This design comes from an exercise in tuning for small area, a short achievable clock period and few clock cycles on the open sky130 flow, not from production work.
At most, simulation tests tie the RTL to the original design; equivalence was not proved.
Power is estimated from default activity; no workload was simulated.

yarrow:
==> flow/design.v <==
module RegFile (
    input clk,
    input rst,
    input we,
    input [4:0] wa,
    input [31:0] wd,
    input [4:0] ra1,
    input [4:0] ra2,
    output [31:0] rd1,
    output [31:0] rd2,
    output a0_zero
);
    reg [31:1] valid;
    wire [31:0] q [1:31];
    always @(posedge clk or posedge rst) begin
        if (rst) valid <= 31'b0;
        else if (we && wa != 5'd0) valid[wa] <= 1'b1;
    end
    genvar r;
    generate
        for (r = 1; r < 32; r = r + 1) begin : g_reg
            reg [31:0] data;
            always @(posedge clk) begin
                if (we && wa == r) data <= wd;
            end
            assign q[r] = data;
        end
    endgenerate
    reg [31:0] o1, o2;
    integer k;
    always @(*) begin
        o1 = {15'b0, (ra1 == 5'd2) & ~valid[2], 16'b0};
        o2 = {15'b0, (ra2 == 5'd2) & ~valid[2], 16'b0};
        for (k = 1; k < 32; k = k + 1) begin
            o1 = o1 | (q[k] & {32{(ra1 == k) & valid[k]}});
            o2 = o2 | (q[k] & {32{(ra2 == k) & valid[k]}});
        end
    end
    assign rd1 = o1;
    assign rd2 = o2;
    assign a0_zero = ~valid[10] | (q[10] == 32'b0);
endmodule
module Top (
    input clk,
    input rst,
    output halt,
    input [31:0] M_ld_data,
    output [3:0] M_dm_w_en,
    output [15:0] M_alu_out_15_0,
    output [31:0] M_rs2_data,
    output [15:0] pc_15_0,
    input [31:0] inst
);
    localparam OP_LUI   = 5'b01101;
    localparam OP_AUIPC = 5'b00101;
    localparam OP_JAL   = 5'b11011;
    localparam OP_JALR  = 5'b11001;
    localparam OP_BR    = 5'b11000;
    localparam OP_LD    = 5'b00000;
    localparam OP_ST    = 5'b01000;
    localparam OP_IMM   = 5'b00100;
    localparam OP_OP    = 5'b01100;
    localparam OP_SYS   = 5'b11100;
    reg [31:0] pc;
    reg        x_valid;
    reg        halt_q;
    reg [31:0] x_a;         
    reg [31:0] x_b;         
    reg [31:0] x_c;         
    reg [4:0]  x_rd;
    reg [2:0]  x_f3;
    reg        x_wr;        
    reg        x_ld;
    reg        x_st;
    reg        x_br;
    reg        x_jalr;
    reg        x_link;      
    reg        x_ecall;
    reg        x_pred;      
    reg        x_arith;     
    reg        x_sub;
    reg        x_sra;
    wire [31:0] sum = x_a + x_b;
    wire [32:0] diff = {1'b0, x_a} - {1'b0, x_b};
    wire ltu = diff[32];
    wire lt = (x_a[31] ^ x_b[31]) ? x_a[31] : diff[31];
    wire eq = (x_a == x_b);
    wire sh_left = ~x_f3[2];
    wire [31:0] a_rev;
    genvar gi;
    generate
        for (gi = 0; gi < 32; gi = gi + 1) begin : g_rev
            assign a_rev[gi] = x_a[31 - gi];
        end
    endgenerate
    wire [31:0] sh_in = sh_left ? a_rev : x_a;
    wire sh_fill = x_sra & x_a[31] & ~sh_left;
    wire [63:0] sh_ext = {{32{sh_fill}}, sh_in} >> x_b[4:0];
    wire [31:0] sh_r = sh_ext[31:0];
    wire [31:0] sh_out;
    generate
        for (gi = 0; gi < 32; gi = gi + 1) begin : g_rev2
            assign sh_out[gi] = sh_left ? sh_r[31 - gi] : sh_r[gi];
        end
    endgenerate
    reg [31:0] alu;
    always @(*) begin
        if (x_arith) begin
            case (x_f3)
                3'd0: alu = x_sub ? diff[31:0] : sum;
                3'd1: alu = sh_out;
                3'd2: alu = {31'b0, lt};
                3'd3: alu = {31'b0, ltu};
                3'd4: alu = x_a ^ x_b;
                3'd5: alu = sh_out;
                3'd6: alu = x_a | x_b;
                default: alu = x_a & x_b;
            endcase
        end else begin
            alu = sum;
        end
    end
    reg [31:0] ldf;
    always @(*) begin
        case (x_f3)
            3'b000: ldf = {{24{M_ld_data[7]}}, M_ld_data[7:0]};
            3'b001: ldf = {{16{M_ld_data[15]}}, M_ld_data[15:0]};
            3'b100: ldf = {24'b0, M_ld_data[7:0]};
            3'b101: ldf = {16'b0, M_ld_data[15:0]};
            default: ldf = M_ld_data;
        endcase
    end
    wire [31:0] wb = x_ld ? ldf : (x_link ? x_c : alu);
    wire wen = x_valid & x_wr;
    reg taken;
    always @(*) begin
        case (x_f3)
            3'b000: taken = eq;
            3'b001: taken = ~eq;
            3'b100: taken = lt;
            3'b101: taken = ~lt;
            3'b110: taken = ltu;
            3'b111: taken = ~ltu;
            default: taken = 1'b0;
        endcase
    end
    wire redirect = x_valid & (x_jalr | (x_br & (taken ^ x_pred)));
    wire [31:0] redirect_pc = x_jalr ? {sum[31:1], 1'b0} : x_c;
    assign M_alu_out_15_0 = sum[15:0];
    assign M_rs2_data = x_c;
    assign M_dm_w_en = (x_valid & x_st) ?
                       ((x_f3 == 3'b000) ? 4'b0001 :
                        (x_f3 == 3'b001) ? 4'b0011 :
                        (x_f3 == 3'b010) ? 4'b1111 : 4'b0000) : 4'b0000;
    wire a0_zero;
    assign halt = halt_q | (x_valid & x_ecall & a0_zero);
    assign pc_15_0 = pc[15:0];
    wire [4:0] f_op  = inst[6:2];
    wire [4:0] f_rd  = inst[11:7];
    wire [2:0] f_f3  = inst[14:12];
    wire [4:0] f_rs1 = inst[19:15];
    wire [4:0] f_rs2 = inst[24:20];
    wire f_lui   = (f_op == OP_LUI);
    wire f_auipc = (f_op == OP_AUIPC);
    wire f_jal   = (f_op == OP_JAL);
    wire f_jalr  = (f_op == OP_JALR);
    wire f_br    = (f_op == OP_BR);
    wire f_ld    = (f_op == OP_LD);
    wire f_st    = (f_op == OP_ST);
    wire f_opimm = (f_op == OP_IMM);
    wire f_opop  = (f_op == OP_OP);
    wire f_sys   = (f_op == OP_SYS);
    wire [31:0] imm_i = {{20{inst[31]}}, inst[31:20]};
    wire [31:0] imm_s = {{20{inst[31]}}, inst[31:25], inst[11:7]};
    wire [31:0] imm_b = {{20{inst[31]}}, inst[7], inst[30:25], inst[11:8], 1'b0};
    wire [31:0] imm_j = {{12{inst[31]}}, inst[19:12], inst[20], inst[30:21], 1'b0};
    wire [31:0] imm_u = {inst[31:12], 12'b0};
    wire f_pred = f_jal | (f_br & inst[31]);
    wire [31:0] f_tgt = pc + (f_jal ? imm_j : imm_b);
    wire [31:0] f_pc4 = pc + 32'd4;
    wire [31:0] f_npc = f_pred ? f_tgt : f_pc4;
    wire [31:0] rf_rd1, rf_rd2;
    RegFile regfile (
        .clk(clk),
        .rst(rst),
        .we(wen),
        .wa(x_rd),
        .wd(wb),
        .ra1(f_rs1),
        .ra2(f_rs2),
        .rd1(rf_rd1),
        .rd2(rf_rd2),
        .a0_zero(a0_zero)
    );
    wire [31:0] rs1v = (wen && x_rd == f_rs1) ? wb : rf_rd1;
    wire [31:0] rs2v = (wen && x_rd == f_rs2) ? wb : rf_rd2;
    wire [31:0] a_n = f_auipc ? pc : (f_lui ? 32'b0 : rs1v);
    wire [31:0] b_n = (f_opop | f_br) ? rs2v :
                      (f_lui | f_auipc) ? imm_u :
                      f_st ? imm_s : imm_i;
    wire [31:0] c_n = f_st ? rs2v : ((f_pred | f_jalr) ? f_pc4 : f_tgt);
    wire f_wr = ~(f_st | f_br | f_sys) & (f_rd != 5'd0);
    always @(posedge clk or posedge rst) begin
        if (rst) begin
            pc      <= 32'b0;
            x_valid <= 1'b0;
            halt_q  <= 1'b0;
        end else begin
            pc      <= redirect ? redirect_pc : f_npc;
            x_valid <= ~redirect;
            halt_q  <= halt;
        end
    end
    always @(posedge clk) begin
        x_a     <= a_n;
        x_b     <= b_n;
        x_c     <= c_n;
        x_rd    <= f_rd;
        x_f3    <= f_f3;
        x_wr    <= f_wr;
        x_ld    <= f_ld;
        x_st    <= f_st;
        x_br    <= f_br;
        x_jalr  <= f_jalr;
        x_link  <= f_jal | f_jalr;
        x_ecall <= f_sys;
        x_pred  <= f_pred;
        x_arith <= f_opimm | f_opop;
        x_sub   <= f_opop & inst[30];
        x_sra   <= inst[30];
    end
endmodule
clock: 10.0 ns
lec_check: 0
cap_margin: 20
cell_pad_in_sites_detail_placement: 1
cell_pad_in_sites_global_placement: 1
core_margin: 2
core_utilization: 30
gpl_routability_driven: 1
place_density: 0.45
slew_margin: 20
run.sh (not shown) runs the stock make flow with config.mk's settings and CLKGATE_MAP_FILE= SYNTH_SCRIPT=/design/flow/synth_recipe.tcl, a recipe that flattens the netlist after the stock synthesis.
Input-level comparison between delta and yarrow:
-- flow/design.v --
<<< yarrow, line 11
    output a0_zero
);
    reg [31:1] valid;
    wire [31:0] q [1:31];
    always @(posedge clk or posedge rst) begin
        if (rst) valid <= 31'b0;
        else if (we && wa != 5'd0) valid[wa] <= 1'b1;
    end
    genvar r;
    generate
        for (r = 1; r < 32; r = r + 1) begin : g_reg
            reg [31:0] data;
            always @(posedge clk) begin
                if (we && wa == r) data <= wd;
            end
            assign q[r] = data;
        end
    endgenerate
    reg [31:0] o1, o2;
    integer k;
    always @(*) begin
        o1 = {15'b0, (ra1 == 5'd2) & ~valid[2], 16'b0};
        o2 = {15'b0, (ra2 == 5'd2) & ~valid[2], 16'b0};
        for (k = 1; k < 32; k = k + 1) begin
            o1 = o1 | (q[k] & {32{(ra1 == k) & valid[k]}});
            o2 = o2 | (q[k] & {32{(ra2 == k) & valid[k]}});
        end
    end
    assign rd1 = o1;
    assign rd2 = o2;
    assign a0_zero = ~valid[10] | (q[10] == 32'b0);
endmodule
module Top (
>>> delta, line 11
    output a0_zero
);
    reg [31:0] regs [0:31];
    reg [31:0] valid;
    always @(posedge clk) begin
        if (we && wa != 5'd0) regs[wa] <= wd;
    end
    always @(posedge clk or posedge rst) begin
        if (rst) valid <= 32'b0;
        else if (we && wa != 5'd0) valid[wa] <= 1'b1;
    end
    wire v1 = valid[ra1];
    wire v2 = valid[ra2];
    assign rd1 = v1 ? regs[ra1] : {15'b0, ra1 == 5'd2, 16'b0};
    assign rd2 = v2 ? regs[ra2] : {15'b0, ra2 == 5'd2, 16'b0};
    assign a0_zero = ~valid[10] | (regs[10] == 32'b0);
endmodule
module Top (
Findings:
delta | stages: all done | timing, DRC, antenna: all pass
Higher met3 capacity usage during global routing goes to yarrow over delta.
Compared with yarrow, standard-cell row count in delta increased by a few percent.
yarrow → delta: summed instance area of the synthesized netlist rose by 8.7%; final worst-path setup slack rose by 0.56 ns.
delta ends up with a worst hold margin that is 0.020 ns lower than in yarrow.
delta vs yarrow — non-filler instance count after layout dropped by a few percent
Number of instances in the synthesized netlist was lower in delta than in yarrow.
Looking at global-route usage, delta sits 11 points lower than yarrow does.
In the tables for yarrow and delta, final area reads lower with yarrow.
delta vs yarrow, type of the worst setup path: reg -> out vs reg -> reg
Y dimension of the die in delta is 19 um higher than in yarrow
Testbench counts of delta, summed over its fixed seeds: cycles 337,112.
Only the layout flow was run in yarrow; the RTL was not checked for function there.


Top, a different RTL version from the one above (not shown whole).
Size in the first run: about 61,000 um2 of cells after synthesis.
make LEC_CHECK=0 CAP_MARGIN=20 CELL_PAD_IN_SITES_DETAIL_PLACEMENT=1 CELL_PAD_IN_SITES_GLOBAL_PLACEMENT=1 CORE_MARGIN=2 CORE_UTILIZATION=45 CTS_CLUSTER_DIAMETER=100 CTS_CLUSTER_SIZE=22 GPL_ROUTABILITY_DRIVEN=1 PLACE_DENSITY=0.6 SETUP_SLACK_MARGIN=5 SLEW_MARGIN=20 finish   # period 10.0 ns
Testbench counts at the start, summed over its fixed seeds: cycles 337,112.
Edit:
--- a/flow/design.v
+++ b/flow/design.v
@@ -1,21 +1,21 @@
 module Adder #(
-    parameter W = 32,
-    parameter L = 5           
+    parameter W = 32
 ) (
     input  [W-1:0] a,
     input  [W-1:0] b,
     input          ci,
     output [W-1:0] s,
     output         co
 );
+    localparam L = $clog2(W);
     wire [W-1:0] g [0:L];
     wire [W-1:0] p [0:L];
     wire [W-1:0] p0 = a ^ b;
     assign g[0] = (a & b) | {{(W-1){1'b0}}, p0[0] & ci};
     assign p[0] = p0;
     genvar k, i;
     generate
         for (k = 0; k < L; k = k + 1) begin : g_lvl
             for (i = 0; i < W; i = i + 1) begin : g_bit
                 if (i >= (1 << k)) begin : g_op
                     assign g[k+1][i] = g[k][i] | (p[k][i] & g[k][i-(1<<k)]);
@@ -152,23 +152,23 @@
                    | ({32{r_or}}   & (x_a | x_b))
                    | ({32{r_and}}  & (x_a & x_b))
                    | ldf
                    | ({32{x_link}} & x_c);
     wire wen = x_valid & x_wr;
     wire mispredict = (m_eq & eq) | (m_ne & ~eq) | (m_lt & lt) | (m_ge & ~lt)
                     | (m_ltu & ltu) | (m_geu & ~ltu);
     wire redirect = x_valid & (x_jalr | mispredict);
     wire [31:0] redirect_pc = x_jalr ? {sum[31:1], 1'b0} : x_c;
     wire [15:0] addr;
     wire addr_co;
-    Adder #(.W(16), .L(4)) add_addr (.a(x_a[15:0]), .b(x_b[15:0]), .ci(1'b0), .s(addr), .co(addr_co));
+    Adder #(.W(16)) add_addr (.a(x_a[15:0]), .b(x_b[15:0]), .ci(1'b0), .s(addr), .co(addr_co));
     assign M_alu_out_15_0 = addr;
     assign M_rs2_data = x_c;
     assign M_dm_w_en = (x_valid & x_st) ?
                        ((x_f3 == 3'b000) ? 4'b0001 :
                         (x_f3 == 3'b001) ? 4'b0011 :
                         (x_f3 == 3'b010) ? 4'b1111 : 4'b0000) : 4'b0000;
     wire a0_zero;
     assign halt = halt_q | (x_valid & x_ecall & a0_zero);
     assign pc_15_0 = pc[15:0];
     wire [4:0] f_op  = inst[6:2];
     wire [4:0] f_rd  = inst[11:7];
Outcome:
- sequential power hardly moves
- fmax is unchanged
- register-to-register slack is about the same
- die area does not change
- synthesized cell count does not change
- global-route usage does not change
- worst setup slack is unchanged
- clock-buffer cell count stays the same
For the second run of this note, only the layout was checked, not whether the RTL still works.

## separate check: timing with driven ports
The flow's constraints put no driver on any port. The routed layouts listed below were extracted and timed again, unchanged, in two steps. Step 1 (the two cells are an assumption about what drives the block):
set clk [get_ports {clk}]
set_driving_cell -lib_cell sky130_fd_sc_hd__clkbuf_16 $clk
set_driving_cell -lib_cell sky130_fd_sc_hd__buf_2 [delete_from_list [all_inputs] $clk]
Step 2 moves the port delays by t, midway between the first and last clock arrival at a register: inputs arrive t later, outputs are due t later. That takes back most of the time a late clock gives input paths. Slacks: ideal / step 1 / step 2; pairs: ideal / step 1.
run | t, ns | setup WS [ns] | pins driven straight from the clock port
yarrow | 0.911 | 1.871 / 1.871 / 1.871 | 1
delta | 0.888 | 2.432 / 2.345 / 2.689 | 1
the first run of note 2 | 0.803 | 4.746 / 4.663 / 4.130 | 1
the second run of note 2 | 0.803 | 4.746 / 4.663 / 4.130 | 1
After both steps setup and hold are still met in every run listed.
